This is an optimization exercise on Yosys and OpenROAD, whose aim is small area, not a production implementation. Where RTL was checked, it was by simulation tests only, not by an equivalence proof against the original. No functional check of the RTL was part of run 1. Power is estimated from default activity; no workload was simulated.

## flow/design.v (module list and top-level ports; edited modules follow where they fit)
// module usb3_crc_cw: 15 lines
// module usb3_crc_hp: 162 lines
// module usb3_crc_hprx: 157 lines
// module usb3_crc_dpptx: 278 lines
// module usb3_link: 1728 lines
module usb3_link (
input	wire			local_clk,
input	wire			reset_n,
input	wire	[4:0]	ltssm_state,
input	wire			ltssm_hot_reset,
output	reg				ltssm_go_disabled,
output	reg		[2:0]	ltssm_go_u,
output	reg				ltssm_go_recovery,
input	wire	[31:0]	in_data,
input	wire	[3:0]	in_datak,
input	wire			in_active,
output	reg		[31:0]	outp_data,
output	reg		[3:0]	outp_datak,
output	reg				outp_active,
input	wire			out_stall,
input	wire	[1:0]	endp_mode_rx,
input	wire	[1:0]	endp_mode_tx,
input	wire	[6:0]	dev_addr,
output	reg				prot_rx_tp,
output	reg				prot_rx_tp_hosterr,
output	reg				prot_rx_tp_retry,
output	reg				prot_rx_tp_pktpend,
output	reg		[3:0]	prot_rx_tp_subtype,
output	reg		[3:0]	prot_rx_tp_endp,
output	reg		[4:0]	prot_rx_tp_nump,
output	reg		[4:0]	prot_rx_tp_seq,
output	reg		[15:0]	prot_rx_tp_stream,
output	reg				prot_rx_dph,
output	reg				prot_rx_dph_eob,
output	reg				prot_rx_dph_setup,
output	reg				prot_rx_dph_pktpend,
output	reg		[3:0]	prot_rx_dph_endp,
output	reg		[4:0]	prot_rx_dph_seq,
output	reg		[15:0]	prot_rx_dph_len,
output	reg				prot_rx_dpp_start,
output	reg				prot_rx_dpp_done,
output	reg				prot_rx_dpp_crcgood,
input	wire			prot_tx_tp_a,
input	wire			prot_tx_tp_a_retry,
input	wire			prot_tx_tp_a_dir,
input	wire	[3:0]	prot_tx_tp_a_subtype,
input	wire	[3:0]	prot_tx_tp_a_endp,
input	wire	[4:0]	prot_tx_tp_a_nump,
input	wire	[4:0]	prot_tx_tp_a_seq,
input	wire	[15:0]	prot_tx_tp_a_stream,
output	reg				prot_tx_tp_a_ack,
input	wire			prot_tx_tp_b,
input	wire			prot_tx_tp_b_retry,
input	wire			prot_tx_tp_b_dir,
input	wire	[3:0]	prot_tx_tp_b_subtype,
input	wire	[3:0]	prot_tx_tp_b_endp,
input	wire	[4:0]	prot_tx_tp_b_nump,
input	wire	[4:0]	prot_tx_tp_b_seq,
input	wire	[15:0]	prot_tx_tp_b_stream,
output	reg				prot_tx_tp_b_ack,
input	wire			prot_tx_tp_c,
input	wire			prot_tx_tp_c_retry,
input	wire			prot_tx_tp_c_dir,
input	wire	[3:0]	prot_tx_tp_c_subtype,
input	wire	[3:0]	prot_tx_tp_c_endp,
input	wire	[4:0]	prot_tx_tp_c_nump,
input	wire	[4:0]	prot_tx_tp_c_seq,
input	wire	[15:0]	prot_tx_tp_c_stream,
output	reg				prot_tx_tp_c_ack,
input	wire			prot_tx_dph,
input	wire			prot_tx_dph_eob,
input	wire			prot_tx_dph_dir,
input	wire	[3:0]	prot_tx_dph_endp,
input	wire	[4:0]	prot_tx_dph_seq,
input	wire	[15:0]	prot_tx_dph_len,
output	reg				prot_tx_dpp_ack,
output	reg				prot_tx_dpp_done,
output	reg		[8:0]	buf_in_addr,
output	reg		[31:0]	buf_in_data,
output	reg				buf_in_wren,
input	wire			buf_in_ready,
output	reg				buf_in_commit,
output	reg		[10:0]	buf_in_commit_len,
input	wire			buf_in_commit_ack,
output	reg		[9:0]	buf_out_addr,
input	wire	[31:0]	buf_out_q,
input	wire	[10:0]	buf_out_len,
input	wire			buf_out_hasdata,
output	reg				buf_out_arm,
input	wire			buf_out_arm_ack,
output	reg				err_lbad,
output	reg				err_lbad_recv,
output	reg				err_stuck_hpseq,
output	reg				err_lcmd_undefined,
output	reg				err_lcrd_mismatch,
output	reg				err_lgood_order,
output	reg				err_lgood_missed,
output	reg				err_pending_hp,
output	reg				err_credit_hp,
  // ...
==> flow/flow/run.sh <==
#!/bin/bash
# Own layout flow: the standard layout (standard.sh) with one change to
# synthesis. The synthesis is ORFS's synth.tcl run through synth_recipe.tcl as
# the standard flow runs it, except that the ABC technology-mapping step uses
# flow/area.abc (area-recovering mapping, no speed-driven buffering) instead of
# ORFS's abc_speed.script. Flip-flops are mapped by dfflibmap before ABC runs,
# so the registers, their names and their cell types are the standard ones.
# Each tool's output goes to its own log in this folder.
set -euo pipefail
W=$(pwd)

# synth.tcl with the ABC call replaced
sed 's|^  log_cmd abc {\*}\$abc_args$|  log_cmd abc -script '"$W"'/flow/area.abc {*}$lib_args {*}$lib_dont_use_args|' \
  "$FLOW_HOME/scripts/synth.tcl" > "$W/area_synth.tcl"
grep -q 'flow/area.abc' "$W/area_synth.tcl"
# The standard flow's synthesis wrapper, sourcing that synth.tcl
sed 's|source \$::env(SCRIPTS_DIR)/synth.tcl|source '"$W"'/area_synth.tcl|' \
  "$W/synth_recipe.tcl" > "$W/area_synth_recipe.tcl"
grep -q 'area_synth.tcl' "$W/area_synth_recipe.tcl"

# synthesis into the folder standard.sh uses, then the standard flow from there
make -C "$FLOW_HOME" DESIGN_CONFIG="$W/config.mk" WORK_HOME="$W/orfs" CLKGATE_MAP_FILE= \
  SYNTH_SCRIPT="$W/area_synth_recipe.tcl" synth > "$W/synth.log" 2>&1
# clock tree: sink clusters of up to 25 flip-flops under one clkbuf_16, and no
# dummy loads (they only balance an already small skew)
export CTS_ARGS="-sink_clustering_enable -repair_clock_nets -dont_use_dummy_load -sink_clustering_size 25 -sink_clustering_max_diameter 100 -buf_list sky130_fd_sc_hd__clkbuf_16"
# every input and output port still gets its own buffer, the smallest one
export BUFFER_PORTS_ARGS="-buffer_cell sky130_fd_sc_hd__buf_1"
bash "$W/standard.sh" > "$W/layout.log" 2>&1
test -f "$W/out/final.def"
==> flow/flow/area.abc <==
strash
dc2
&get -n
&st
&dch
&nf
&put
strash
&get -n
&st
&dc2
&syn2
&dch -f
&nf -a
&put
strash
&get -n
&st
&dc2
&syn2
&dch -f
&nf -a
&put
==> flow/standard.sh <==
#!/bin/bash
# synth_recipe.tcl (not shown) runs the flow's synth.tcl, then flattens the netlist and writes it again
# the make line also repeats each setting of config.mk as NAME=value (left out here)
make -C /OpenROAD-flow-scripts/flow DESIGN_CONFIG=/design/flow/config.mk WORK_HOME=/design/flow/orfs CLKGATE_MAP_FILE= SYNTH_SCRIPT=/design/flow/synth_recipe.tcl "${@:-finish}"
==> flow/config.mk <==
export PLATFORM = sky130hd
export DESIGN_NAME = usb3_link
export DESIGN_NICKNAME = usb3_link
export VERILOG_FILES = /design/flow/design.v
export SDC_FILE = /design/flow/constraint.sdc
export NUM_CORES = 4
export LEC_CHECK = 0
export CAP_MARGIN = 10
export CORE_MARGIN = 2
export CORE_UTILIZATION = 55
export SLEW_MARGIN = 10
==> flow/constraint.sdc <==
create_clock -name core_clock -period 8.0 [get_ports {local_clk}]
set_input_delay 1.6000 -clock core_clock [delete_from_list [all_inputs] [get_ports {local_clk}]]
set_output_delay 1.6000 -clock core_clock [all_outputs]
set_load 0.01 [all_outputs]
==> impl_metrics.toml, run 1 <==
[timing]
worst_slew_pin_slew_ps = 1170
setup_slack_ps = 1880
finalCritPeriodShare = 0.764

[cts]
htree_levels = 3
cts-root-buf = "clkbuf_16"
clk-insertion-delay-late_ps = 680

[pwr]
power_leader = "combinational cells"
power.clock.total_uw = 3940
p_seq_uw = 9360
switchingPower_uw = 12000
seqPwrFrac = 0.325
powerDensity_nw_per_um2 = 426
comb_power_share = 0.538
switching_share = 0.416

[critical_path]
critPathMaxStageDelay_ps = 760
crit_start = "out_dpp_length_remain_1[0]"
worst-path-buf-inv = 3
reg2reg_slack_ps = 1880
crit_end = "out_data[5]"
reg2reg_depth = 19
critPathSlowestCell = "ha_1"
worstPathCellList = "clkinv_1, ha_1, nand2b_1, buf_4, nand2_2, buf_4, o22ai_1, a21oi_1, xor2_1, xnor2_1, xnor2_1, xnor2_1, xor2_1, a21oi_1, nor2b_1, a21oi_1, a221oi_1, a2111oi_0, a211oi_1"
cp-end-kind = "register"

[logic_synthesis]
netlist_instances = 5580
yosysWarnings = 4
ys_seq_area_frac = 0.602

[worst_hold_path]
min_from = "in_data_4[1]"

[placement]
place_area_um2 = 65800
post-place-cells = 7586

[finish]
stdcell_count = 7660
comb.multi_input.count = 3916
seq_area_frac = 0.548
dominant-cell-class = "registers"

[routing]
remaining_drc_errors = 0
top_layer = "met5"
met1_length_um = 73000
vias = 45800

[run_status]
status = "timing/DRC/antenna clean"
==> run 2, diff against run 1 <==
--- a/flow/design.v
+++ b/flow/design.v
@@ -1198,17 +1198,17 @@
 		{in_active_5, in_active_4,  in_active_3,  in_active_2,  in_active_1,  in_active};
 	tx_lcmd_act <= 0;
 	tx_lcmd_act_1 <= tx_lcmd_act;
 	tx_lcmd_done <= 0;
 	if(tx_lcmd_do) tx_lcmd_queue <= 1;
 	tx_hp_act <= 0;
 	tx_hp_act_1 <= tx_hp_act;
 	tx_hp_done <= 0;
-	if(tx_hp_do) tx_hp_queue <= 1;
+	tx_hp_queue <= tx_hp_do;	 
 	rx_lcmd_act <= 0;
 	crc_hptx_rst <= 0;
 	crc_dpptx_rst <= 0;
 	buf_in_wren <= 0;
 	buf_in_commit <= 0;
 	buf_out_arm <= 0;
 	buf_in_ready_1 <= buf_in_ready;
 	prot_rx_tp <= 0;
@@ -1234,19 +1234,19 @@
 	end
 	case(ltssm_state)
 	LT_U0: begin
 		pending_hp_timer<=pending_hp_timer+1'b1;
 		credit_hp_timer<=credit_hp_timer+1'b1;
 		pm_entry_timer<=pm_entry_timer+1'b1;
 		ux_exit_timer<=ux_exit_timer+1'b1;
 		port_config_timeout<=port_config_timeout+1'b1;
-		if(u0l_timeout < T_U0L_TIMEOUT) 
+		if(u0l_timeout != T_U0L_TIMEOUT) 	 
 			u0l_timeout<=u0l_timeout+1'b1;
-		if(u0_recovery_timeout < T_U0_RECOVERY)
+		if(u0_recovery_timeout != T_U0_RECOVERY)	 
 			u0_recovery_timeout<=u0_recovery_timeout+1'b1;
 		if(u0l_timeout == T_U0L_TIMEOUT) begin
 			tx_queue_lup <= 1;
 			u0l_timeout <= 0;
 		end
 		if(u0_recovery_timeout == T_U0_RECOVERY) begin
 			ltssm_go_recovery <= 1;
 		end
@@ -2194,21 +2194,18 @@
 		rx_cred_idx_cache <= 0;
 		in_header_pkt_queued <= 0;
 		{ihz_a, ihz_b, ihz_c, ihz_d} <= 12'hFFF;
 		{ohz_a, ohz_b, ohz_c, ohz_d} <= 4'hF;
 		out_data <= 0;
 		out_datak <= 0;
 		out_active <= 0;
 		out_data_1 <= 0;
-		out_data_2 <= 0;
 		out_datak_1 <= 0;
-		out_datak_2 <= 0;
 		out_active_1 <= 0;
-		out_active_2 <= 0;
 		in_header_err_count <= 0;
 		out_header_first_since_entry <= 0;
 		in_link_command_act <= 0;
 		{in_dpps_6, in_dpps_5, in_dpps_4, in_dpps_3, in_dpps_2, in_dpps_1} <= 0;
 		{in_dppe_6, in_dppe_5, in_dppe_4, in_dppe_3, in_dppe_2, in_dppe_1} <= 0;
 		in_active_1 <= 0;
 		in_active_2 <= 0;
 		in_active_3 <= 0;
==> flow/config.mk (replaced) <==
export PLATFORM = sky130hd
export DESIGN_NAME = usb3_link
export DESIGN_NICKNAME = usb3_link
export VERILOG_FILES = /design/flow/design.v
export SDC_FILE = /design/flow/constraint.sdc
export NUM_CORES = 4
export LEC_CHECK = 0
export CAP_MARGIN = 10
export CORE_MARGIN = 2
export CORE_UTILIZATION = 65
export SLEW_MARGIN = 10
==> run 2 against run 1 <==
Final area is 0.30% lower. Largest cell class unchanged. First-iteration DRC count is 35% higher. Worst hold slack worse by 12 ps. Largest power group unchanged. Critical endpoint is now out_data[11]. Sequential power hardly changed. Core utilization is 10 points higher.
==> impl_metrics.toml, run 2 <==
[run_status]
status = "timing/DRC/antenna clean"

[pwr]
seqPwrFrac = 0.348
leakage_uw = 0.0230
ir_drop_uv = 746
comb_power_share = 0.508
switching_share = 0.404
clkPwrFrac = 0.144
p_int_uw = 16100
powerDensity_nw_per_um2 = 400
switchingPower_uw = 10900

[finish]
drive_gt1_frac = 0.0393
n_fill_cell = 6878
fin_nets = 6421
seq_area_um2 = 37000
multiInputGateArea_um2 = 24200
post-route-cell-area_um2 = 67400
layout.cells.most_common = "dfxtp_1"
syn2layout_area_growth_pct = 9.11
final_cell_mix = "dfxtp_1, edfxtp_1, nor2_1"
final_util = 0.713

[critical_path]
critPathMaxStageDelay_ps = 830
path_max_fanout = 22
reg2reg_slack_ps = 2040
cp_data_required_time_ps = 8480
cp_common_cell = "xnor2_1"
critPathSlowestCell = "a211oi_1"
crit_type = "reg2reg"
worstPathCellList = "clkinv_1, ha_1, nand2b_1, buf_4, o22ai_1, a211oi_1, xnor2_1, xnor2_1, xnor2_1, xnor2_1, xnor2_1, nand2_1, o21ai_0, buf_4, a221oi_1, a221oi_1, a2111oi_0, a211oi_1"
cp.arrival_ps = 6440
cp-start-kind = "register"
cp-end-kind = "register"

[cts]
cts_setup_buffers = 0
clockBufferDepth = 3
cts_buffers = 71
clk-insertion-delay-late_ps = 670
cts_resized = 0
hold_buffers = 0
path_clk_slew_ps = 100
cts-root-buf = "clkbuf_16"
htree_levels = 3
clock-sinks = 1521
cts_tree = "yes"

[timing]
max_freq_mhz = 168
min_period_ps = 5960
finalCritPeriodShare = 0.745
drv_slew = 0
clock_skew_ps = 46.6
hold_viol_final = 0
relSlewSlack = 0.120
setup_viol = 0
finalSetupTns_ps = 0
setup_slack_ps = 2040
rsz0062_at_grt = "false"
hold_slack_ps = 302
worst_slew_pin_slew_ps = 1320

[routing]
viasPerCell = 6.36
vias = 46700
drtIter0Drc = 6184
wl_per_cell_um = 24.0
remaining_drc_errors = 0
first_pass_iters = 10
postRouteAntennaNets = 0
drt-total-wl_um = 176000

[logic_synthesis]
synth_common_cells = "dfxtp_1, edfxtp_1, nor2_1, nand2_1, xnor2_1"
ys.flop_type = "dfxtp_1"
syn_area_um2 = 61800
ys_seq_area_frac = 0.600
yosys.area.top_type_share = 0.316
synthDistinctLibCells = 72
yosysMostFrequentCell = "dfxtp_1"
synth_area_leaders = "edfxtp_1, dfxtp_1, xnor2_1, nor2_1, o21ai_0"
yosysWarnings = 4
async_flop_share = 0.0105
synth_top_area_cell = "edfxtp_1"
avgSynthCellArea_um2 = 11.2
netlist_instances = 5514
synth.ff_latch_count = 1521
synth_edf_count = 649

[worst_hold_path]
min_path_type = "reg2reg"

[grt]
grt_usage = 0.352
first_global_vias = 43600
overflow = 0
grt_max_degree = 126
grt_pass1_wl_um = 264000
antenna_found_initial = 4

[die]
die_w_um = 312
core_um2 = 94600
die-area_um2 = 97500
start_util = 0.653
ios = 438
num_rows = 113
fp.dieH_um = 312

[placement]
dp_worst_setup_slack_ps = 2220
gp_congestion = 1.00
io_buffer_count = 415
place_area_um2 = 65600
dp_hpwl_um = 123000

[run]
cap_violations = 0
-- run 2: cell types whose count changed after synthesis, sizes merged, moves of 17 or more --
cell / previous run / this run
or3: 54 / 37
o21ai: 404 / 366
nand2: 444 / 478
o22ai: 224 / 156
xnor2: 418 / 439
nor3: 143 / 125
nor2: 610 / 583
xor2: 222 / 204
mux4: 0 / 40
-- run 2: power groups by stage --
stage | Combinational (µW) | Sequential, µW | Clock, µW
after global routing | 14700 | 9390 | 4150
after detailed placement | 13300 | 9500 | 0
after global placement | 13200 | 9480 | 0
final | 13700 | 9380 | 3880
after CTS | 13400 | 9320 | 3910
after floorplan | 10100 | 9270 | 0
-- run 2: final cells by class --
class,count,area share
Antenna cell,3,0.000111
Clock buffer,71,0.0264
Inverter,147,0.00832
Multi-Input combinational cell,3844,0.360
Sequential cell,1521,0.550
Tap cell,1265,0.0235
Timing Repair Buffer,495,0.0323
-- run 2: metrics by stage --
stage | power [µW] | instances
floorplan | 19400 | 5515
global placement | 22700 | 7272
global route | 28300 | 7343
detailed placement | 22800 | 7272
finish | 27000 | 7346
CTS | 26600 | 7343
-- run 2: logic make-up (layout without fill, tap and decap cells) --
group,Yosys count,after routing,share of synthesized area
AO/OA/AOI/OAI,1316,1316,0.133
XOR/XNOR,643,643,0.0912
adder cells (fa/ha/maj),98,98,0.0200
buffers and inverters,150,713,0.00930
flip-flops,1521,1521,0.600
multiplexers,64,64,0.0186
other,1,5,0.0000607
AND/OR/NAND/NOR,1721,1721,0.128
-- run 2: final timing paths --
kind / from / endpoint / depth (start not counted)
min in group asynchronous: crc_hptx_rst / iu3chptx.q[7] / 1
worst max-delay path: out_dpp_length_remain_1[0] / out_data[11] / 18
worst min-delay path: in_data_4[27] / in_data_5[27] / 0
worst min register to register: in_data_4[27] / in_data_5[27] / 0
worst max register to register: out_dpp_length_remain_1[0] / out_data[11] / 18
max in group asynchronous: crc_hptx_rst / iu3chptx.q[15] / 1
-- run 2: per-layer routing --
metal	GRT usage	routed length, µm
met5	0.00532	85
met4	0.119	5930
met1	0.507	73700
met3	0.0776	18500
met2	0.531	78100
-- run 2: worst max-delay path: cells and delay by family, from the launching register on --
kind	cells	cell delay, ps
AND/OR/NAND/NOR	2	240
flip-flops	1	610
adder cells (fa/ha/maj)	1	610
XOR/XNOR	5	1610
buffers and inverters	3	760
AO/OA/AOI/OAI	7	1950
==> run 3, diff against run 2 <==
--- a/flow/config.mk
+++ b/flow/config.mk
@@ -7,5 +7,5 @@
 export LEC_CHECK = 0
 export CAP_MARGIN = 10
 export CORE_MARGIN = 2
-export CORE_UTILIZATION = 65
+export CORE_UTILIZATION = 40
 export SLEW_MARGIN = 10
==> run 3 against run 2 <==
Sequential share of layout area is 0.95 points lower. Die area is 62% higher. Via count down 2.9%. Synthesized cell count unchanged. Wire length is 5.7% higher. Critical path depth increased by 1. Clock power grew 4%.
==> impl_metrics.toml, run 3 <==
[cts]
clockBufferDepth = 3
cts_buffers = 75
cts_resized = 0
htree_levels = 3
path_clk_slew_ps = 100
cts_setup_buffers = 0
clock-sinks = 1521
cts-root-buf = "clkbuf_16"
clk-insertion-delay-late_ps = 720
hold_buffers = 0
cts_tree = "yes"

[finish]
layout.cells.most_common = "dfxtp_1"
n_fill_cell = 14400
syn2layout_area_growth_pct = 11.0
final_util = 0.446
drive_gt1_frac = 0.0423
final_cell_mix = "dfxtp_1, edfxtp_1, nor2_1"
fin_nets = 6443

[run]
cap_violations = 0

[logic_synthesis]
synth_top_area_cell = "edfxtp_1"
netlist_instances = 5514
synth_area_leaders = "edfxtp_1, dfxtp_1, xnor2_1, nor2_1, o21ai_0"
async_flop_share = 0.0105
ys.flop_type = "dfxtp_1"
yosysMostFrequentCell = "dfxtp_1"
ys_seq_area_frac = 0.600
synthDistinctLibCells = 72
yosys.area.top_type_share = 0.316
avgSynthCellArea_um2 = 11.2
syn_area_um2 = 61800
synth_common_cells = "dfxtp_1, edfxtp_1, nor2_1, nand2_1, xnor2_1"
synth.ff_latch_count = 1521
synth_edf_count = 649
yosysWarnings = 4

[routing]
drt-total-wl_um = 186000
drtIter0Drc = 4099
remaining_drc_errors = 0
met3_length_um = 12100
viasPerCell = 5.57
dr_wl_met2_um = 87300
met1_length_um = 79500
wl_per_cell_um = 22.9
postRouteAntennaNets = 0
vias = 45300
first_pass_iters = 9
top_layer = "met5"

[die]
fp.dieH_um = 397
ios = 438
die-area_um2 = 158000
core_um2 = 154000
die_w_um = 397
num_rows = 144
start_util = 0.402

[critical_path]
worst-path-buf-inv = 4
reg2reg_depth = 19
cp-start-kind = "register"
reg2reg_slack_ps = 1960
critPathMaxStageDelay_ps = 680
worstPathCellList = "clkinv_1, ha_1, buf_4, o21bai_1, buf_4, nand2_1, xnor2_1, xor2_1, xnor2_1, xnor2_1, nand2_1, o211ai_1, o21ai_0, buf_4, a221o_1, a221oi_1, a211oi_1, o31ai_1, a21oi_1"
path_max_fanout = 22
path_depth = 19
r2r-start = "out_dpp_length_remain_1[0]"
cp-end-kind = "register"
critPathSlowestCell = "edfxtp_1"
crit_end = "out_data[1]"
cp.arrival_ps = 6580
crit_type = "reg2reg"
cp_top_family = "compound AO/OA/AOI/OAI gates"
r2r_end = "out_data[1]"
crit_start = "out_dpp_length_remain_1[0]"
cp_data_required_time_ps = 8550

[placement]
gp_congestion = 0.976
dp_worst_setup_slack_ps = 2130
dp_hpwl_um = 132000
io_buffer_count = 415

[timing]
worst_slew_pin_slew_ps = 1290
hold_viol_final = 0
max_freq_mhz = 166
min_period_ps = 6040
setup_viol = 0
relSlewSlack = 0.140
rsz0062_at_grt = "false"
drv_slew = 0
setup_slack_ps = 1960
finalCritPeriodShare = 0.755
finalSetupTns_ps = 0
clock_skew_ps = 114

[grt]
overflow = 0
first_global_vias = 43000
antenna_found_initial = 6
grt_usage = 0.230
grt_pass1_wl_um = 276000
grt_max_degree = 73

[pwr]
total_power_uw = 26900
powerDensity_nw_per_um2 = 392
leakage_uw = 0.0232
ir_drop_uv = 713

[worst_hold_path]
min_path_type = "reg2reg"

[run_status]
status = "timing/DRC/antenna clean"
-- run 3: cell counts after synthesis --
Identical to the previous run, type by type.
-- run 3: layer usage --
layer,global-route usage,up-vias
li1,-,21300
met4,0.0833,6
met5,0,-
met3,0.0387,312
met1,0.307,22100
met2,0.378,1544
-- run 3: cell families after synthesis --
family          Yosys count  synth area share
fa+ha+maj                98            0.0200
flops                  1521             0.600
mux                      64            0.0186
compound gates         1316             0.133
other cells               1         0.0000607
buf+inv                 150           0.00930
xor+xnor                643            0.0912
simple gates           1721             0.128
-- run 3: worst reg2reg max path: stages, from the launching register on --
cell,delay [ps]
edfxtp_1,680
clkinv_1,380
ha_1,380
buf_4,210
o21bai_1,670
buf_4,300
nand2_1,230
xnor2_1,460
xor2_1,410
xnor2_1,150
xnor2_1,530
nand2_1,120
o211ai_1,110
o21ai_0,100
buf_4,190
a221o_1,290
a221oi_1,250
a211oi_1,90
o31ai_1,260
a21oi_1,70
-- run 3: worst min path at each step --
stage | from | to | slack [ps] | cells past startpoint
floorplan | in_data_1[0] | in_data_2[0] | 310 | 0
global placement | in_data_1[18] | in_data_2[18] | 310 | 0
detailed placement | in_data_1[16] | in_data_2[16] | 310 | 0
CTS | in_data_3[23] | in_data_4[23] | 250 | 0
global route | in_data_3[23] | in_data_4[23] | 270 | 0
finish | in_data_3[23] | in_data_4[23] | 250 | 0
-- run 3: area by class of cell --
| type | instances | area [µm²] | share of cell area |
|---|---|---|---|
| clock buffer | 75 | 1880 | 0.0274 |
| multi-input combinational | 3844 | 24200 | 0.353 |
| inverter | 147 | 561 | 0.00817 |
| timing repair buffer | 513 | 2300 | 0.0335 |
| sequential | 1521 | 37000 | 0.540 |
| antenna | 1 | 2.50 | 0.0000365 |
| tap | 2044 | 2560 | 0.0373 |
-- run 3: through the flow --
stage / hold slack (ps) / instances / instance area, µm²
floorplan: 310 / 5515 / 61800
CTS: 246 / 8143 / 68600
detailed placement: 312 / 8068 / 66700
global placement: 311 / 8068 / 66700
global route: 269 / 8145 / 68600
finish: 252 / 8145 / 68600
-- run 3: report_power, final --
group / switching (µW) / internal (µW)
Combinational: 7760 / 5690
Sequential: 587 / 8810
Clock: 2370 / 1680

## what the ideal ports hide
Ports are ideal in the flow. The routed layouts listed here were re-timed in OpenROAD. Step 1 (the two cells are an assumption about what drives the block):
set clk [get_ports {local_clk}]
set_driving_cell -lib_cell sky130_fd_sc_hd__clkbuf_16 $clk
set_driving_cell -lib_cell sky130_fd_sc_hd__buf_2 [delete_from_list [all_inputs] $clk]
Step 2 times the ports against the registers' clock, not the clock port: input delays grow and output delays shrink by t, the midpoint of the rising clock arrivals with the driver on. Slacks: no drivers / after step 1 / after step 2; pairs: no drivers / after step 1.
run	t, ns	setup slack, ns	hold WS [ns]
run 1	0.735	1.885 / 1.885 / 1.885	0.314 / 0.314 / 0.314
run 2	0.720	2.038 / 2.038 / 2.038	0.302 / 0.302 / 0.302
run 3	0.769	1.961 / 1.961 / 1.961	0.252 / 0.252 / 0.252
After both steps setup and hold are still met in every run listed.
